This is an optimization exercise on Yosys and OpenROAD, whose aim is small area, not a production implementation.
In this exercise RTL edits were held to simulation tests only and were not proved equivalent to the original.
The clock port is modelled as an ideal driver; clocking choices that lean on that would not hold on a real chip.
No activity file was given, so power comes from the tool's default toggle rates.

$ cat flow/config.mk
export PLATFORM = sky130hd
export DESIGN_NAME = calculator
export DESIGN_NICKNAME = calculator
export VERILOG_FILES = /design/flow/design.v
export SDC_FILE = /design/flow/constraint.sdc
export NUM_CORES = 4
export LEC_CHECK = 0
export ABC_AREA = 1
export CAP_MARGIN = 20
export CORE_MARGIN = 2
export CORE_UTILIZATION = 60
export GPL_TIMING_DRIVEN = 0
export SLEW_MARGIN = 20
$ cat flow/constraint.sdc
create_clock -name core_clock -period 6.0 [get_ports {clk}]
set_input_delay 1.2000 -clock core_clock [delete_from_list [all_inputs] [get_ports {clk}]]
set_output_delay 1.2000 -clock core_clock [all_outputs]
set_load 0.01 [all_outputs]
$ cat flow/design.v
`timescale 1ns / 1ps
module calculator(clk, reset, rst, a, b, op, seg, an);
input clk, reset, rst;
input [3:0] a, b;
input [2:0] op;
output [6:0] seg;
output [3:0] an;
reg [2:0] p;
reg [2:0] r;
wire xst   = p[2] & (p[1] | p[0]);           
wire idle  = (p == 3'd7) & (r == 3'd7);
wire setup = (p == 3'd5) & (r == 3'd0);
wire load  = rst & (idle | setup);
wire oshf  = (p == 3'd4);
wire a0    = (p == 3'd0);
wire a1    = (p == 3'd1);
wire step  = (p == 3'd7) & ~r[2];            
wire lastst = (p == 3'd7) & (r == 3'd3);     
wire dval  = ~(xst & ~r[2]);                 
always @(posedge clk) begin
    if (reset) begin
        p <= 3'd7;
        r <= 3'd7;
    end else if (idle) begin
        if (rst) begin
            p <= 3'd5;
            r <= 3'd0;
        end
    end else if (p == 3'd4) begin
        if (r == 3'd7)
            p <= 3'd5;
        else begin
            p <= 3'd0;
            r <= r + 3'd1;
        end
    end else if (p == 3'd7) begin
        if (r == 3'd6) begin
            p <= 3'd0;
            r <= 3'd0;
        end else begin
            p <= 3'd5;
            r <= r + 3'd1;
        end
    end else
        p <= p + 3'd1;
end
reg [3:0] P, Q;
reg [3:0] ones, tens;
reg [1:0] hund;
wire [3:0] A = tens;
wire [2:0] sop = ones[2:0];
wire mmul = ~sop[2] & ~(sop[1] & sop[0]);                 
wire mdiv = (sop == 3'd3);
wire mclr = (sop == 3'd1) | (sop == 3'd3) | (sop == 3'd4) | (sop == 3'd5) | (sop == 3'd6);
wire [3:0] aop1 = mdiv ? {P[2:0], Q[3]} : P;
wire [3:0] aop2 = A & {4{Q[0] | mdiv}};
wire [4:0] asum = {1'b0, aop1} + {1'b0, aop2} + {4'b0, mdiv};
wire dge = (asum[4] | P[3]) & mdiv & step;    
reg nb;
always @* begin
    case (sop)
        3'd3: nb = asum[4] | P[3];
        3'd4: nb = P[3] & Q[3];
        3'd5: nb = P[3] | Q[3];
        3'd6: nb = P[3] ^ Q[3];
        default: nb = ~P[3];
    endcase
end
always @(posedge clk) begin
    if (load) begin
        P <= (op[2:1] == 2'b01) ? 4'd0 : a;
        Q <= (op == 3'd3) ? a : (op == 3'd7) ? 4'd15 : b;
    end else if (step & mmul) begin
        P <= (lastst & mclr) ? 4'd0 : asum[4:1];
        Q <= {asum[0], Q[3:1]};
    end else if (step | oshf) begin
        P <= (lastst & mclr) ? 4'd0 : dge ? asum[3:0] : {P[2:0], Q[3]};
        Q <= {Q[2:0], nb & step};
    end
end
function [3:0] adj(input [3:0] o);
    adj = {o[3] | o[2] & o[0] | o[2] & o[1],
           o[3] & o[0] | o[2] & ~o[1] & ~o[0],
           ~o[2] & o[1] | o[1] & o[0] | o[3] & ~o[0],
           ~o[3] & ~o[2] & o[0] | o[2] & o[1] & ~o[0] | o[3] & ~o[0]};
endfunction
always @(posedge clk) begin
    if (reset) begin
        {hund, tens, ones} <= 10'd0;
    end else if (load) begin
        hund <= 2'd0;
        case (op[1:0])
            2'd0: tens <= 4'd1;
            2'd1: tens <= 4'd15;
            2'd2: tens <= a;
            default: tens <= ~b;
        endcase
        ones <= {1'b0, op};
    end else if (lastst)
        {tens, ones} <= 8'd0;
    else if (oshf)
        {hund, tens, ones} <= {hund[0], tens, ones, P[3]};
    else if (a0)
        ones <= adj(ones);
    else if (a1)
        tens <= adj(tens);
end
reg [6:0] cnt;
reg [3:0] dig, dig2;
wire show = (cnt[4] | (cnt[3:0] == 4'd15)) & (cnt[4:0] != 5'd31);
always @(posedge clk) begin
    if (reset) begin
        cnt  <= 7'd0;
        dig  <= 4'd0;
        dig2 <= 4'd0;
    end else begin
        cnt  <= cnt + 7'd1;
        dig2 <= dig;
        if (show)
            case (cnt[6:5])
                2'd0: dig <= dval ? ones : 4'd0;
                2'd1: dig <= 4'd0;
                2'd2: dig <= {2'b00, hund};
                default: dig <= dval ? tens : 4'd0;
            endcase
        else
            dig <= 4'd15;
    end
end
assign an = {cnt[6:5] != 2'd1, cnt[6:5] != 2'd2, cnt[6:5] != 2'd3, cnt[6:5] != 2'd0};
wire [3:0] x = dig2;
wire blank = x[3] & (x[2] | x[1]);
assign seg[0] = (x == 4'd1) | (x == 4'd4) | blank;
assign seg[1] = (x == 4'd5) | (x == 4'd6) | blank;
assign seg[2] = (x == 4'd2) | blank;
assign seg[3] = (x == 4'd1) | (x == 4'd4) | (x == 4'd7) | blank;
assign seg[4] = (x == 4'd1) | (x == 4'd3) | (x == 4'd4) | (x == 4'd5) | (x == 4'd7) | (x == 4'd9) | blank;
assign seg[5] = (x == 4'd1) | (x == 4'd2) | (x == 4'd3) | (x == 4'd7) | blank;
assign seg[6] = (x == 4'd0) | (x == 4'd1) | (x == 4'd7) | blank;
endmodule
$ cat flow/flow/run.sh
#!/bin/bash
# Own layout flow: the standard synthesis, then its combinational logic
# re-mapped by ABC (flip-flops untouched, equivalence proven with Yosys
# before the new netlist is used), then the standard layout steps with
# sky130_fd_sc_hd__buf_1 as the port buffers.
set -uo pipefail
HERE=$(pwd)
R=$HERE/orfs/results/sky130hd/calculator/base
LIB=/OpenROAD-flow-scripts/flow/platforms/sky130hd/lib/sky130_fd_sc_hd__tt_025C_1v80.lib

bash standard.sh synth > log_synth.log 2>&1 || { echo "standard synthesis failed"; exit 1; }

mkdir -p remap
cp "$R/1_2_yosys.v" remap/in.v
if bash flow/remap.sh remap > log_remap.log 2>&1; then
  echo "using the re-mapped netlist"
  cp remap/out.v "$R/1_2_yosys.v"
  rm -f "$R/1_synth.odb" "$R/1_synth.sdc"
else
  echo "re-mapping not used"
fi

ARGS=("BUFFER_PORTS_ARGS=-buffer_cell sky130_fd_sc_hd__buf_1" "CTS_ARGS=-sink_clustering_enable -repair_clock_nets -buf_list sky130_fd_sc_hd__clkbuf_8 -dont_use_dummy_load")
bash standard.sh "${ARGS[@]}" place > log_place.log 2>&1 || { echo "placement failed"; exit 1; }

# Clock tree: the clock port drives K leaf buffers, one per cluster of
# flip-flops; use the smallest choice whose estimated clock-pin slew is low,
# else leave the clock tree to the standard CTS step.
export FLOW_HOME RESDIR=$R
for choice in 3:sky130_fd_sc_hd__clkbuf_4 4:sky130_fd_sc_hd__clkbuf_4 3:sky130_fd_sc_hd__buf_6 3:sky130_fd_sc_hd__clkbuf_8 4:sky130_fd_sc_hd__clkbuf_8; do
  K=${choice%%:*}; B=${choice#*:}
  CTS_K=$K CTS_BUF=$B openroad -no_init -exit flow/mycts.tcl > log_cts_try_${K}_$B.log 2>&1
  s=$(grep -o 'worst clock pin slew (placement estimate): [0-9.e-]*' log_cts_try_${K}_$B.log | awk '{print $NF}')
  echo "K=$K $B estimated clock-pin slew: $s"
  if [ -n "$s" ] && awk -v s="$s" 'BEGIN { exit !(s < 0.115) }'; then
    CTS_K=$K CTS_BUF=$B OUTDB=$R/4_1_cts.odb OUTSDC=$R/4_cts.sdc openroad -no_init -exit flow/mycts.tcl > log_cts.log 2>&1 \
      && echo "clock tree with $K leaf buffers $B" || rm -f $R/4_1_cts.odb $R/4_cts.sdc
    break
  fi
done

bash standard.sh "${ARGS[@]}" finish > log_finish.log 2>&1 || { echo "layout failed"; exit 1; }
$ cat flow/flow/chk.ys
read_liberty -lib /OpenROAD-flow-scripts/flow/platforms/sky130hd/lib/sky130_fd_sc_hd__tt_025C_1v80.lib
read_verilog out.v
hierarchy -check -top calculator
check -assert
$ cat flow/flow/eq.ys
read_liberty -ignore_miss_func /OpenROAD-flow-scripts/flow/platforms/sky130hd/lib/sky130_fd_sc_hd__tt_025C_1v80.lib
read_verilog in.v
rename calculator gold
read_verilog out.v
rename calculator gate
hierarchy -check
rename -hide gold/w:_* gold/c:_* gate/w:_* gate/c:_*
flatten gold gate
opt_clean
equiv_make gold gate eq
hierarchy -top eq
equiv_simple -seq 2
equiv_induct
equiv_status -assert
$ cat flow/flow/mycts.tcl
# Clock tree: the clock port drives K leaf buffers directly, each placed at
# the centre of a cluster of flip-flops (k-means on their positions).
set P $::env(FLOW_HOME)/platforms/sky130hd
set R $::env(RESDIR)
set K $::env(CTS_K)
set BUF $::env(CTS_BUF)
read_liberty $P/lib/sky130_fd_sc_hd__tt_025C_1v80.lib
read_db $R/3_place.odb
read_sdc $R/3_place.sdc
source $P/setRC.tcl
set block [ord::get_db_block]
set pins {}
set xs {}
set ys {}
foreach pin [get_pins -of_objects [get_nets clk]] {
  if {[get_property $pin direction] != "input"} { continue }
  set inst [sta::sta_to_db_inst [get_cells -of_objects $pin]]
  set bb [$inst getBBox]
  lappend pins $pin
  lappend xs [expr {([$bb xMin] + [$bb xMax]) / 2.0}]
  lappend ys [expr {([$bb yMin] + [$bb yMax]) / 2.0}]
}
set n [llength $pins]
puts "clock sinks: $n"
# initial centres: sinks spread along x+y order
set order [lsort -real -indices [lmap x $xs y $ys {expr {$x + $y}}]]
for {set k 0} {$k < $K} {incr k} {
  set i [lindex $order [expr {int(($k + 0.5) * $n / $K)}]]
  set cx($k) [lindex $xs $i]; set cy($k) [lindex $ys $i]
}
for {set it 0} {$it < 50} {incr it} {
  for {set k 0} {$k < $K} {incr k} { set sx($k) 0.0; set sy($k) 0.0; set cnt($k) 0 }
  for {set i 0} {$i < $n} {incr i} {
    set x [lindex $xs $i]; set y [lindex $ys $i]
    set best 0; set bd 1e30
    for {set k 0} {$k < $K} {incr k} {
      set d [expr {abs($x - $cx($k)) + abs($y - $cy($k))}]
      if {$d < $bd} { set bd $d; set best $k }
    }
    set asg($i) $best
    set sx($best) [expr {$sx($best) + $x}]; set sy($best) [expr {$sy($best) + $y}]; incr cnt($best)
  }
  for {set k 0} {$k < $K} {incr k} {
    if {$cnt($k) > 0} { set cx($k) [expr {$sx($k) / $cnt($k)}]; set cy($k) [expr {$sy($k) / $cnt($k)}] }
  }
}
set dbu [$block getDbUnitsPerMicron]
for {set k 0} {$k < $K} {incr k} {
  set pl {}
  for {set i 0} {$i < $n} {incr i} { if {$asg($i) == $k} { lappend pl [lindex $pins $i] } }
  if {[llength $pl] == 0} { continue }
  puts "leaf $k: [llength $pl] sinks at [expr {$cx($k)/$dbu}] [expr {$cy($k)/$dbu}]"
  insert_buffer -buffer_cell $BUF -net clk -load_pins $pl -location [list [expr {$cx($k)/$dbu}] [expr {$cy($k)/$dbu}]] -buffer_name clkleaf_$k -net_name clknet_leaf_$k
}
foreach inst [$block getInsts] { if {[string match clkleaf_* [$inst getName]]} { $inst setSourceType TIMING } }
detailed_placement
check_placement
set_propagated_clock [all_clocks]
estimate_parasitics -placement
set worst 0
foreach pin [get_pins -hierarchical */CLK] {
  set s [get_property $pin slew_max]
  if {$s > $worst} {set worst $s}
}
puts "worst clock pin slew (placement estimate): $worst"
report_checks -path_delay min_max -format end
if {[info exists ::env(OUTDB)]} {
  write_db $::env(OUTDB)
  write_sdc -no_timestamp $::env(OUTSDC)
}
$ cat flow/flow/remap.sh
#!/bin/bash
# remap.sh DIR: re-map the combinational logic of DIR/in.v (the standard
# synthesis netlist) several times with ABC, keep the smallest result that
# Yosys proves equivalent to in.v, and write it to DIR/out.v.
# Logs go to DIR/*.log.
set -u
D=$1
F=$(cd "$(dirname "$0")" && pwd)
LIB=/OpenROAD-flow-scripts/flow/platforms/sky130hd/lib/sky130_fd_sc_hd__tt_025C_1v80.lib
cd "$D"
cp in.v best.v
area() { grep 'Chip area' "$1" | awk '{print $NF}'; }
best_area=1e9
for it in 1 2 3 4 5; do
 for batch in 0 4; do
  for S in $batch $((batch + 1)) $((batch + 2)) $((batch + 3)); do
    W=it${it}_s$S; mkdir -p $W; cp best.v $W/in.v; cp "$F/remap.ys" $W/
    grep -o 'sky130_fd_sc_hd__[a-z0-9_]*' $W/in.v | sort -u | grep -E '__(df|edf|sdf|sedf|dl|conb)' | sed 's/^/blackbox /' > $W/bb.ys
    echo "abc -script +strash;&get,-n;&st;&deepsyn,-T,30,-S,$S;&dch;&nf,-R,1000,-p;&put -liberty $LIB -dont_use *probe* -dont_use *lpflow*" > $W/abc.ys
    (cd $W && timeout 600 yosys -q -l remap.log remap.ys > /dev/null 2>&1) &
  done
  wait
 done
  for S in 0 1 2 3 4 5 6 7; do
    W=it${it}_s$S
    [ -f $W/stat.txt ] && [ -f $W/out.v ] || continue
    a=$(area $W/stat.txt)
    echo "iteration $it seed $S: $a"
    if awk -v a="$a" -v b="$best_area" 'BEGIN { exit !(a < b) }'; then best_area=$a; cp $W/out.v best.v; fi
  done
done
echo "best: $best_area"
cp best.v out.v
cp "$F/chk.ys" "$F/eq.ys" .
yosys -q -l check.log chk.ys > /dev/null 2>&1 || { echo "check failed"; exit 1; }
yosys -l equiv.log eq.ys > /dev/null 2>&1 || { echo "equivalence failed"; exit 1; }
echo "equivalence proven"
$ cat flow/flow/remap.ys
# Re-map the combinational logic of the standard synthesis netlist (in.v)
# with a stronger ABC script. The flip-flops (listed in bb.ys as blackboxes)
# and their instance names are kept exactly as the standard synthesis made them.
read_liberty -ignore_miss_func /OpenROAD-flow-scripts/flow/platforms/sky130hd/lib/sky130_fd_sc_hd__tt_025C_1v80.lib
script bb.ys
read_verilog in.v
hierarchy -top calculator
flatten
rename -hide w:*.*
opt -purge
script abc.ys
opt_clean -purge
hilomap -singleton -hicell sky130_fd_sc_hd__conb_1 HI -locell sky130_fd_sc_hd__conb_1 LO
insbuf -buf sky130_fd_sc_hd__buf_1 A X
tee -o stat.txt stat -liberty /OpenROAD-flow-scripts/flow/platforms/sky130hd/lib/sky130_fd_sc_hd__tt_025C_1v80.lib
write_verilog -noattr -noexpr -nohex -nodec out.v
$ cat flow/standard.sh
#!/bin/bash
# synth_recipe.tcl (not shown) runs the flow's synth.tcl, then flattens the netlist and writes it again
# the make line also repeats each setting of config.mk as NAME=value (left out here)
make -C /OpenROAD-flow-scripts/flow DESIGN_CONFIG=/design/flow/config.mk WORK_HOME=/design/flow/orfs CLKGATE_MAP_FILE= SYNTH_SCRIPT=/design/flow/synth_recipe.tcl "${@:-finish}"
==> flow_metrics.tcl, run 1 <==
set metrics [dict create \
    worstSetupPathType "register to register" \
    rows 21 \
    maxSlewViolCount 0 \
    globalplace.congestion 0.8762 \
    io_pins 25 \
    cts.clk_slew.worst_paths_ps 100 \
    crit_family "simple AND/OR/NAND/NOR gates" \
    die_area_um2 3917 \
    cp_common_cell "o21ai_0" \
    routed_wl_mm 4.684 \
    status "timing/DRC/antenna clean" \
    final_area_um2 2252 \
    required_ps 5880 \
    max-cap-violations 0 \
    finish.utilization 0.6803 \
    antenna_cells 0 \
    critPathMaxFanout 10 \
    cp_cell_sequence "and2_0, o21ai_0, nand2_1, nor2_1, o21ai_0, and2_0, o21ai_0, a21oi_1, o211ai_1, nor3b_1, xnor2_1, o21ai_0" \
    core_um2 3311 \
    dp_hpwl_mm 3.513 \
    max_freq_mhz 295.1 \
    hold_class "register to register" \
    fin_crit_sh 0.5647 \
    finalPower_mw 0.9391 \
    grt_pass1_vias 1723 \
    min_period_ps 3388 \
    worst_slew_margin_rel 0.4004 \
    die_h_um 62.59 \
    arrival_ps 3270 \
    worstSetupStartpointType "register" \
    worstMarginPinSlew_ps 891.2 \
    drt-initial-drc-count 192 \
    rsz0062_at_grt "false" \
    powerDensity_nw_per_um2 417.0 \
    grt_max_degree 26 \
    placed_area_um2 2207 \
    cp-end-kind "register" \
    skew_ps 31.43 \
    wire_per_inst_um 14.19 \
    fp.dieW_um 62.59 \
    vias_per_cell 6.118 \
    cp_slowest_stage_delay_ps 520 \
    yosysWarnings 1 \
    synthesis.nets 270 \
    drive_gt1_frac 0.01408 \
    layout.nets 300 \
    vdd_drop_max_mv 0.3368 \
    ant_nets 0 \
    cp_num_buf_inv 0 \
    via_count 2019 \
    finalSetupTns_ps 0 \
    first_pass_iters 4 \
    syn_inst 256 \
    leakage_nw 0.7809 \
    start_util 0.6221 \
    track_usage 0.2408 \
    syn2layout_area_growth_pct 9.356 \
    grt_pass1_wl_mm 7.928 \
    port_buffers 24 \
    finalSetupViolCount 0 \
    antenna_found_initial 0 \
    drc 0 \
    clkLatencyLatePin_ps 130 \
    grt_overflow 0 \
    mappedNetlistArea_um2 2059 \
    postSynthAreaPerCell_um2 8.045 \
    slowest_stage "dfxtp_1" \
    hold_viol 0 \
]
per-layer routing:
layer,GRT usage,part of all wire
met1,0.3426,0.44
met2,0.4180,0.47
met3,0.01441,0.080
met4,0.02778,0.013
met5,0,0
sequential cells by signal, summed over array words and instances (netlist names):
register	count
cnt	7
P	4
Q	4
dig2	4
dig	4
ones	4
tens	4
p	3
r	3
hund	2
final cells by class:
type                       instances  area, um^2
inverter                           4       15.01
clock buffer                       3       33.78
fill                             307        1059
timing repair buffer              25       101.3
multi-input combinational        213        1184
sequential                        39       860.8
tap                               46       57.56
per-stage QoR:
stage                     hold WS [ps]  worst slack [ps]  std cells
after floorplan                  413.8              3375        256
after global placement           418.8              2698        326
after detailed placement         422.6              2700        326
after global routing             476.3              2227        330
final                            447.7              2612        330
power by group:
part           internal, mW  total (mW)  switching, mW
registers             0.362       0.461         0.0989
clock network        0.0400       0.103         0.0629
logic                 0.151       0.376          0.225
total                 0.552       0.939          0.387
cells in the final DEF (no fill, tap or decap), types with 2 or more instances in the layout:
cell type  instances
a31oi_1            7
dfxtp_1           31
nand3b_1           2
o211ai_1           3
nor2b_1            5
nand3_1           12
buf_6              4
a211oi_1           3
o21ai_0           22
nand2b_1           6
nor3_1            11
o221ai_1           5
nand2_1           42
a22oi_1           11
nor4_1             2
o21a_1             2
nor2_1            20
xor2_1             2
edfxtp_1           8
buf_1             24
and2_0            10
xnor2_1            7
nor3b_1            2
a21oi_1           21
clkinv_1           4
and3_1             3
or3_1              2
worst paths after layout:
kind	from	to	slack, ps	depth (start not counted)
worst min-delay path	dig[2]$_SDFF_PP0_	dig2[2]$_SDFF_PP0_	450	1
worst min register to register	dig[2]$_SDFF_PP0_	dig2[2]$_SDFF_PP0_	450	1
worst max register to register	ones[0]$_SDFFE_PP0P_	P[3]$_DFFE_PP_	2610	12
worst max-delay path	ones[0]$_SDFFE_PP0P_	P[3]$_DFFE_PP_	2610	12
==> inputs of run 2 (changes only) <==
--- a/flow/flow/remap.sh
+++ b/flow/flow/remap.sh
@@ -11,7 +11,7 @@
 cp in.v best.v
 area() { grep 'Chip area' "$1" | awk '{print $NF}'; }
 best_area=1e9
-for it in 1 2 3 4 5; do
+for it in 1 2 3 4 5 6 7 8 9 10; do
  for batch in 0 4; do
   for S in $batch $((batch + 1)) $((batch + 2)) $((batch + 3)); do
     W=it${it}_s$S; mkdir -p $W; cp best.v $W/in.v; cp "$F/remap.ys" $W/
==> flow_metrics.tcl, run 2 <==
set metrics [dict create \
    worstSetupStartpointType "register" \
    cp_cell_sequence "and2_0, o21ai_0, nand2_1, a222oi_1, nor2_1, and2_0, o21ai_0, a21oi_1, nor2_1, nor4b_1, nor2b_1, xnor2_1, o21ai_0" \
    regToRegEndpoint "P[0]$_DFFE_PP_" \
    slowest_stage "nor4b_1" \
    postSynthAreaPerCell_um2 8.130 \
    worstMarginPinSlew_ps 952.0 \
    layout.nets 296 \
    mostFrequentLayoutCells "nand2_1, dfxtp_1, o21ai_0, buf_1, nor2_1" \
    antenna_found_initial 0 \
    grt_pass1_vias 1644 \
    skew_ps 6.767 \
    yosysWarnings 1 \
    grt_pass1_wl_mm 7.838 \
    gr-usage-met1 0.3592 \
    placed_area_um2 2205 \
    via_count 1956 \
    globalplace.congestion 0.8530 \
    first_pass_iters 4 \
    largest_reg_flops 7 \
    final_cell_count_no_fill 326 \
    rows 21 \
    cts.clk_slew.worst_paths_ps 90 \
    dp_hpwl_mm 3.517 \
    finalSetupTns_ps 0 \
    critPathMaxFanout 12 \
    r2r_slack_ps 2330 \
    p_sw_frac 0.4040 \
    syn2layout_area_growth_pct 8.820 \
    rsz0062_at_grt "false" \
    hold_viol 0 \
    finalSetupViolCount 0 \
    finalPower_mw 0.9089 \
    ant_nets 0 \
    synthesis.nets 267 \
    syn_inst 253 \
    cp-end-kind "register" \
    max-cap-violations 0 \
    pwr-share-comb 0.376 \
    wire_per_inst_um 14.33 \
    powerDensity_nw_per_um2 406.1 \
    track_usage 0.2402 \
    vdd_drop_max_mv 0.3100 \
    fin_crit_sh 0.6110 \
    cp_slowest_stage_delay_ps 780 \
    cp_num_buf_inv 0 \
    clkLatencyLatePin_ps 120 \
    vias_per_cell 6.000 \
    grt_util_met2 0.3911 \
    arrival_ps 3530 \
    io_pins 25 \
    die_h_um 62.55 \
    p_int_mw 0.5418 \
    routed_wl_mm 4.671 \
    seqPwrFrac 0.510 \
    placed_cells 323 \
    layout_commonest_cell "nand2_1" \
    leakage_nw 0.7890 \
    final_area_um2 2238 \
    worstSetupPathType "register to register" \
    nFillCells 296 \
    largest-register "cnt" \
    power_frac_clock 0.114 \
    max_freq_mhz 272.8 \
    core_um2 3311 \
    grt_overflow 0 \
    critical_path_depth 13 \
    busiest_layer "met2" \
    crit_end "P[0]$_DFFE_PP_" \
    port_buffers 24 \
    fp.dieW_um 62.55 \
    power.switching_mw 0.3672 \
    drt-initial-drc-count 187 \
    grt_max_degree 21 \
    drc 0 \
    start_util 0.6213 \
    maxSlewViolCount 0 \
    use_met3 0.01081 \
    ff2ff_path_depth 13 \
    worst_slew_margin_rel 0.3564 \
    die_area_um2 3913 \
    required_ps 5870 \
    crit_start "ones[0]$_SDFFE_PP0P_" \
    worstReg2RegStart "ones[0]$_SDFFE_PP0P_" \
    crit_family "simple AND/OR/NAND/NOR gates" \
    mappedNetlistArea_um2 2057 \
    drive_gt1_frac 0.01071 \
    antenna_cells 0 \
    min_period_ps 3666 \
    hold_class "register to register" \
    cp_common_cell "o21ai_0" \
    status "timing/DRC/antenna clean" \
]
==> run 2: cell types whose count changed in the layout (fill, tap and decap cells not counted), sizes merged, moves of 3 or more <==
cell    delta
a211oi     -3
a21oi      -6
a31oi      -3
and2       -3
nor2b      +6
xor2       +3
==> run 2: worst min path at each step <==
stage,start,end,slack (ps),depth (start not counted)
global route,dig[3]$_SDFF_PP0_,dig2[3]$_SDFF_PP0_,470,1
finish,dig[2]$_SDFF_PP0_,dig2[2]$_SDFF_PP0_,450,1
detailed placement,dig[3]$_SDFF_PP0_,dig2[3]$_SDFF_PP0_,420,1
global placement,dig[1]$_SDFF_PP0_,dig2[1]$_SDFF_PP0_,420,1
floorplan,dig[0]$_SDFF_PP0_,dig2[0]$_SDFF_PP0_,410,1
==> run 2: power groups by stage <==
stage                     registers (mW)  clock network (mW)  logic, mW
final                              0.464               0.104      0.342
after global routing               0.476               0.116      0.390
after detailed placement           0.468                   0      0.337
after global placement             0.468                   0      0.335
after floorplan                    0.438                   0      0.267
==> run 2: cell type report <==
class | count | area (um^2) | area share
inverter | 3 | 11.26 | 0.005031
sequential | 39 | 860.8 | 0.3846
clock buffer | 3 | 33.78 | 0.01509
multi-input combinational | 211 | 1185 | 0.5293
tap | 46 | 57.56 | 0.02571
timing repair buffer | 24 | 90.09 | 0.04025
==> run 2: per-layer routing <==
| layer | part of all wire | up-vias |
|---|---|---|
| li1 | - | 1000 |
| met2 | 0.45 | 68 |
| met3 | 0.061 | 7 |
| met1 | 0.47 | 881 |
| met5 | 0 | - |
| met4 | 0.014 | 0 |
==> run 2: metrics by stage <==
step | hold WS, ps | util | setup WS (ps)
floorplan | 413.8 | - | 3136
global placement | 416.7 | 0.6659 | 2451
detailed placement | 424.5 | 0.6659 | 2450
global route | 472.4 | 0.6761 | 1990
finish | 448.7 | 0.6761 | 2334
==> inputs of run 3 (changes only) <==
--- a/flow/flow/run.sh
+++ b/flow/flow/run.sh
@@ -1,8 +1,10 @@
 #!/bin/bash
-# Own layout flow: the standard synthesis, then its combinational logic
-# re-mapped by ABC (flip-flops untouched, equivalence proven with Yosys
-# before the new netlist is used), then the standard layout steps with
-# sky130_fd_sc_hd__buf_1 as the port buffers.
+# Own layout flow: the standard synthesis (bash standard.sh synth); then its
+# combinational logic re-mapped by ABC with the flip-flops untouched, used
+# only when Yosys proves it equivalent (flow/remap.sh); the standard
+# floorplan and placement with sky130_fd_sc_hd__buf_1 as the port buffers;
+# a clock tree of a few leaf buffers driven by the clock port
+# (flow/mycts.tcl); then the standard routing and finishing steps.
 set -uo pipefail
 HERE=$(pwd)
 R=$HERE/orfs/results/sky130hd/calculator/base
==> flow_metrics.tcl, run 3 <==
set metrics [dict create \
    first_pass_iters 4 \
    grt_overflow 0 \
    grt_pass1_wl_mm 7.838 \
    required_ps 5870 \
    skew_ps 6.767 \
    rsz0062_at_grt "false" \
    yosysWarnings 1 \
    worstSetupPathType "register to register" \
    routed_wl_mm 4.671 \
    finalSetupViolCount 0 \
    largest-register "cnt" \
    clkLatencyLatePin_ps 120 \
    mappedNetlistArea_um2 2057 \
    setup_ws_ps 2334 \
    die_area_um2 3913 \
    finalPower_mw 0.9089 \
    r2r_slack_ps 2330 \
    rows 21 \
    fin_crit_sh 0.6110 \
    port_buffers 24 \
    io_pins 25 \
    globalplace.congestion 0.8530 \
    antenna_cells 0 \
    critPathMaxFanout 12 \
    maxSlewViolCount 0 \
    final_cell_count_no_fill 326 \
    ff2ff_path_depth 13 \
    hold_class "register to register" \
    mostFrequentLayoutCells "nand2_1, dfxtp_1, o21ai_0, buf_1, nor2_1" \
    worstHoldStart "dig[2]$_SDFF_PP0_" \
    drc 0 \
    crit_start "ones[0]$_SDFFE_PP0P_" \
    hold_path_depth 1 \
    grt_pass1_vias 1644 \
    syn_inst 253 \
    placed_area_um2 2205 \
    worst_slew_margin_rel 0.3564 \
    track_usage 0.2402 \
    holdWs_ps 448.7 \
    drt-initial-drc-count 187 \
    antenna_found_initial 0 \
    finalSetupTns_ps 0 \
    worstSetupStartpointType "register" \
    wire_per_inst_um 14.33 \
    layout.nets 296 \
    status "timing/DRC/antenna clean" \
    die_h_um 62.55 \
    ant_nets 0 \
    cts.clk_slew.worst_paths_ps 90 \
    cp-end-kind "register" \
    max_freq_mhz 272.8 \
    postSynthAreaPerCell_um2 8.130 \
    layout_commonest_cell "nand2_1" \
    max-cap-violations 0 \
    min_to "dig2[2]$_SDFF_PP0_" \
    vias_per_cell 6.000 \
    largest_reg_flops 7 \
    leakage_nw 0.7890 \
    core_um2 3311 \
    placed_cells 323 \
    hold_viol 0 \
    finish.utilization 0.6761 \
    place_ws_ps 2450 \
    synthesis.nets 267 \
    min_period_ps 3666 \
    worstMarginPinSlew_ps 952.0 \
    worstReg2RegStart "ones[0]$_SDFFE_PP0P_" \
    final_area_um2 2238 \
    dp_hpwl_mm 3.517 \
    grt_max_degree 21 \
    via_count 1956 \
    vdd_drop_max_mv 0.3100 \
    fp.dieW_um 62.55 \
    arrival_ps 3530 \
    start_util 0.6213 \
    regToRegEndpoint "P[0]$_DFFE_PP_" \
    syn2layout_area_growth_pct 8.820 \
    nFillCells 296 \
    powerDensity_nw_per_um2 406.1 \
    drive_gt1_frac 0.01071 \
]
run 3: layout make-up:
cell class / instances / area (um^2) / share of cell area
Clock buffer: 3 / 33.78 / 0.01509
Inverter: 3 / 11.26 / 0.005031
Multi-Input combinational cell: 211 / 1185 / 0.5293
Sequential cell: 39 / 860.8 / 0.3846
Tap cell: 46 / 57.56 / 0.02571
Timing Repair Buffer: 24 / 90.09 / 0.04025
run 3: report_power, final:
part	internal [mW]	switching, mW	total, mW
sequential	0.364	0.0999	0.464
combinational	0.138	0.204	0.342
clock	0.0401	0.0635	0.104
run 3: critical path: stages (launching register included):
cell,delay (ps)
dfxtp_1,550
and2_0,430
o21ai_0,150
nand2_1,140
a222oi_1,100
nor2_1,160
and2_0,200
o21ai_0,120
a21oi_1,250
nor2_1,70
nor4b_1,780
nor2b_1,250
xnor2_1,130
o21ai_0,80
run 3: how the worst max path moves through the flow:
| stage | endpoint | slack [ps] | cells after the start |
|---|---|---|---|
| finish | P[0]$_DFFE_PP_ | 2330 | 13 |
| detailed placement | P[0]$_DFFE_PP_ | 2450 | 13 |
| global placement | P[0]$_DFFE_PP_ | 2450 | 13 |
| global route | P[0]$_DFFE_PP_ | 1990 | 13 |
| floorplan | P[0]$_DFFE_PP_ | 3140 | 13 |
run 3: routing by layer:
metal	global-route usage	wire (um)	vias up	share of wire
met4	0.04444	64	0	0.014
met1	0.3592	2200	881	0.47
met3	0.01081	284	7	0.061
met2	0.3911	2122	68	0.45
met5	0	0	-	0
li1	-	-	1000	-

[what the ideal ports hide]
The results above use ideal ports. As a check the final layouts listed here were re-extracted and re-timed, cells and wires unchanged.
Step 1 sets driving cells, clkbuf_16 on the clock port and buf_2 on the other inputs (assumed; they add their load-dependent delay and slew).
Step 2 also shifts input and output timing later by t, the mid clock arrival at the registers, as if the neighbouring blocks saw the same clock.
a / b / c = ideal / step 1 / step 2; a / b = the first two.
run	t (ns)	setup WS [ns]	worst data-port slew with drivers (ns)
run 1	0.162	2.612 / 2.612 / 2.612	0.03
run 2	0.166	2.334 / 2.334 / 2.334	0.04
run 3	0.166	2.334 / 2.334 / 2.334	0.04
After both steps setup and hold are still met in every run listed.
